Context: an optimization exercise on an open-source flow, tuned for small area and a short achievable clock period. The choices shown serve that exercise and are no tape-out recipe. Only simulation tests tie the RTL to the original design; equivalence was not proved.

==> v9: inputs <==
Design datapath, start of the top module:
module datapath(input   logic              clk, reset, kSelect, nEnable, dEnable,
                input   logic       [1:0]  ndSelect,
                input   logic       [15:0] N, D, IA,
                output  logic       [15:0] result);
clock: 22.0 ns
lec_check: 0
cap_margin: 20
core_margin: 2
core_utilization: 70
cts_buf_list: sky130_fd_sc_hd__clkbuf_4
slew_margin: 20
standard.sh (not shown) runs the stock make flow with config.mk's settings and CLKGATE_MAP_FILE= SYNTH_SCRIPT=/design/flow/synth_recipe.tcl, a recipe that flattens the netlist after the stock synthesis.
==> flow/flow/run.sh <==
#!/bin/bash
# The standard layout (the standard.sh) with these changes:
#  - Yosys's quick ABC pass inside `synth` is off (-noabc), so extract_fa
#    sees the full adders as written in the RTL (no inverters between them);
#  - ports are buffered with buf_1 instead of the resizer's default pick;
#  - repair_timing aims for 11.4 ns of setup slack, so that it sizes the
#    critical paths instead of stopping at the (easy) 22 ns clock; it only
#    resizes and swaps pins (no new buffers, no cloning);
#  - a denser core (70 %) and clkbuf_4 clock buffers.
# Each tool's full log stays in orfs/logs/; make's output is in standard_flow.log.
set -euo pipefail
bash standard.sh SYNTH_ARGS=-noabc \
  "BUFFER_PORTS_ARGS=-buffer_cell sky130_fd_sc_hd__buf_1" \
  SETUP_SLACK_MARGIN=11.4 SETUP_MOVE_SEQUENCE=unbuffer,sizeup,swap \
  finish > standard_flow.log 2>&1
==> inputs of v24, as changes to v9 <==
==> flow/flow/run.sh (replaced) <==
#!/bin/bash
# The standard layout, with Yosys's quick ABC pass inside `synth` turned off
# (-noabc) so that extract_fa sees the full adders as written in the RTL.
set -euo pipefail
bash standard.sh SYNTH_ARGS=-noabc finish > standard_flow.log 2>&1
- CORE_UTILIZATION: 70 -> 40
- CTS_BUF_LIST: sky130_fd_sc_hd__clkbuf_4 -> unset
==> summary of the runs <==
v24 produced a clean layout. v9 finished clean.
Clock-buffer cell count: v9 is lower than v24 (1).
In area after synthesis, v24 and v9 do not differ.
Against v24, the clock skew of v9 is higher by 0.0049 ns.
In v24 the utilization is lower than in v9, by 33 points.
Flip-flop and latch count is the same in v24 and v9.
First-iteration DRC count: v9 is higher than v24 (about 5.4%).
Against v24, the cell count of v9 is lower by 9.9%.
In v24 the sequential share of layout area is lower than in v9, by 0.069 points.
Of v24 and v9, v24 has the higher die area (gap about 70%, measured against v9).

* * *

==> run F <==
Starting RTL as in the previous note.
==> flow/config.mk <==
export PLATFORM = sky130hd
export DESIGN_NAME = datapath
export DESIGN_NICKNAME = datapath
export VERILOG_FILES = /design/flow/design.v
export SDC_FILE = /design/flow/constraint.sdc
export NUM_CORES = 4
export LEC_CHECK = 0
export CAP_MARGIN = 20
export CORE_MARGIN = 2
export CORE_UTILIZATION = 40
export SLEW_MARGIN = 20
==> flow/constraint.sdc <==
create_clock -name core_clock -period 22.0 [get_ports {clk}]
set_input_delay 4.4000 -clock core_clock [delete_from_list [all_inputs] [get_ports {clk}]]
set_output_delay 4.4000 -clock core_clock [all_outputs]
set_load 0.01 [all_outputs]
==> flow/flow/run.sh <==
#!/bin/bash
# The standard layout with three changes:
#  - Yosys's quick ABC pass inside `synth` is off (-noabc), so extract_fa
#    sees the full adders as written in the RTL (no inverters between them);
#  - ports are buffered with buf_1 instead of the resizer's default pick;
#  - repair_timing aims for 10.8 ns of setup slack, so that it sizes the
#    critical paths instead of stopping at the (easy) 22 ns clock.
set -euo pipefail
bash standard.sh SYNTH_ARGS=-noabc \
  "BUFFER_PORTS_ARGS=-buffer_cell sky130_fd_sc_hd__buf_1" \
  SETUP_SLACK_MARGIN=10.8 finish > standard_flow.log 2>&1
==> run A (differences from run F) <==
==> flow/run.sh (new file) <==
#!/bin/bash
# synth_recipe.tcl (not shown) runs the flow's synth.tcl, then flattens the netlist and writes it again
# the make line also repeats each setting of config.mk as NAME=value (left out here)
make -C /OpenROAD-flow-scripts/flow DESIGN_CONFIG=/design/flow/config.mk WORK_HOME=/design/flow/orfs CLKGATE_MAP_FILE= SYNTH_SCRIPT=/design/flow/synth_recipe.tcl finish
removed: flow/flow/run.sh
removed: flow/standard.sh
==> notes <==
Between run F and run A, the lower critical path depth is in run F (gap 2).
In run F the register-to-register slack is higher than in run A, by 0.96 ns.
Final cell count: run F is lower than run A (about 16%).
Between run F and run A, the lower via count is in run F (gap 7.0%, measured against run A).
Between run F and run A, the lower fmax is in run A (gap about 9%, measured against run A).
Between run A and run F, the lower setup slack is in run A (gap 1.0 ns).
Against run A, the die area of run F is lower by about 9%.
In run F the core utilization is lower than in run A, by 0.91 points.
Against run F, the global-route usage of run A is higher by 0.71 points.

## what the ideal ports hide
How much do the figures lean on ideal ports? The routed layouts below were timed once more, with nothing changed but the port constraints.
Step 1 assumes that a clkbuf_16 drives the clock port and a buf_2 every other input.
Step 2 adds t to the input delays and takes it off the output delays; t is the mean of the earliest and latest rising clock arrival at the registers after step 1. Input paths then give back, and output paths get back, about the clock's delay inside the block.
a / b / c = ideal ports / drivers / drivers and shift; a / b = the first two.
| run | t, ns | setup slack, ns | worst register clock-pin slew, ns | pins driven straight from the clock port |
|---|---|---|---|---|
| v9 | 0.394 | 11.535 / 11.515 / 11.122 | 0.12 / 0.12 | 1 |
| v24 | 0.312 | 10.269 / 10.282 / 9.969 | 0.06 / 0.06 | 1 |
| run F | 0.320 | 11.045 / 11.058 / 10.739 | 0.06 / 0.06 | 1 |
| run A | 0.319 | 10.046 / 10.056 / 9.737 | 0.06 / 0.06 | 1 |
After both steps setup and hold are still met in every run listed. The setup slack of v9, which loses most, moves by -0.020 ns with the drivers and by -0.413 ns with both steps.
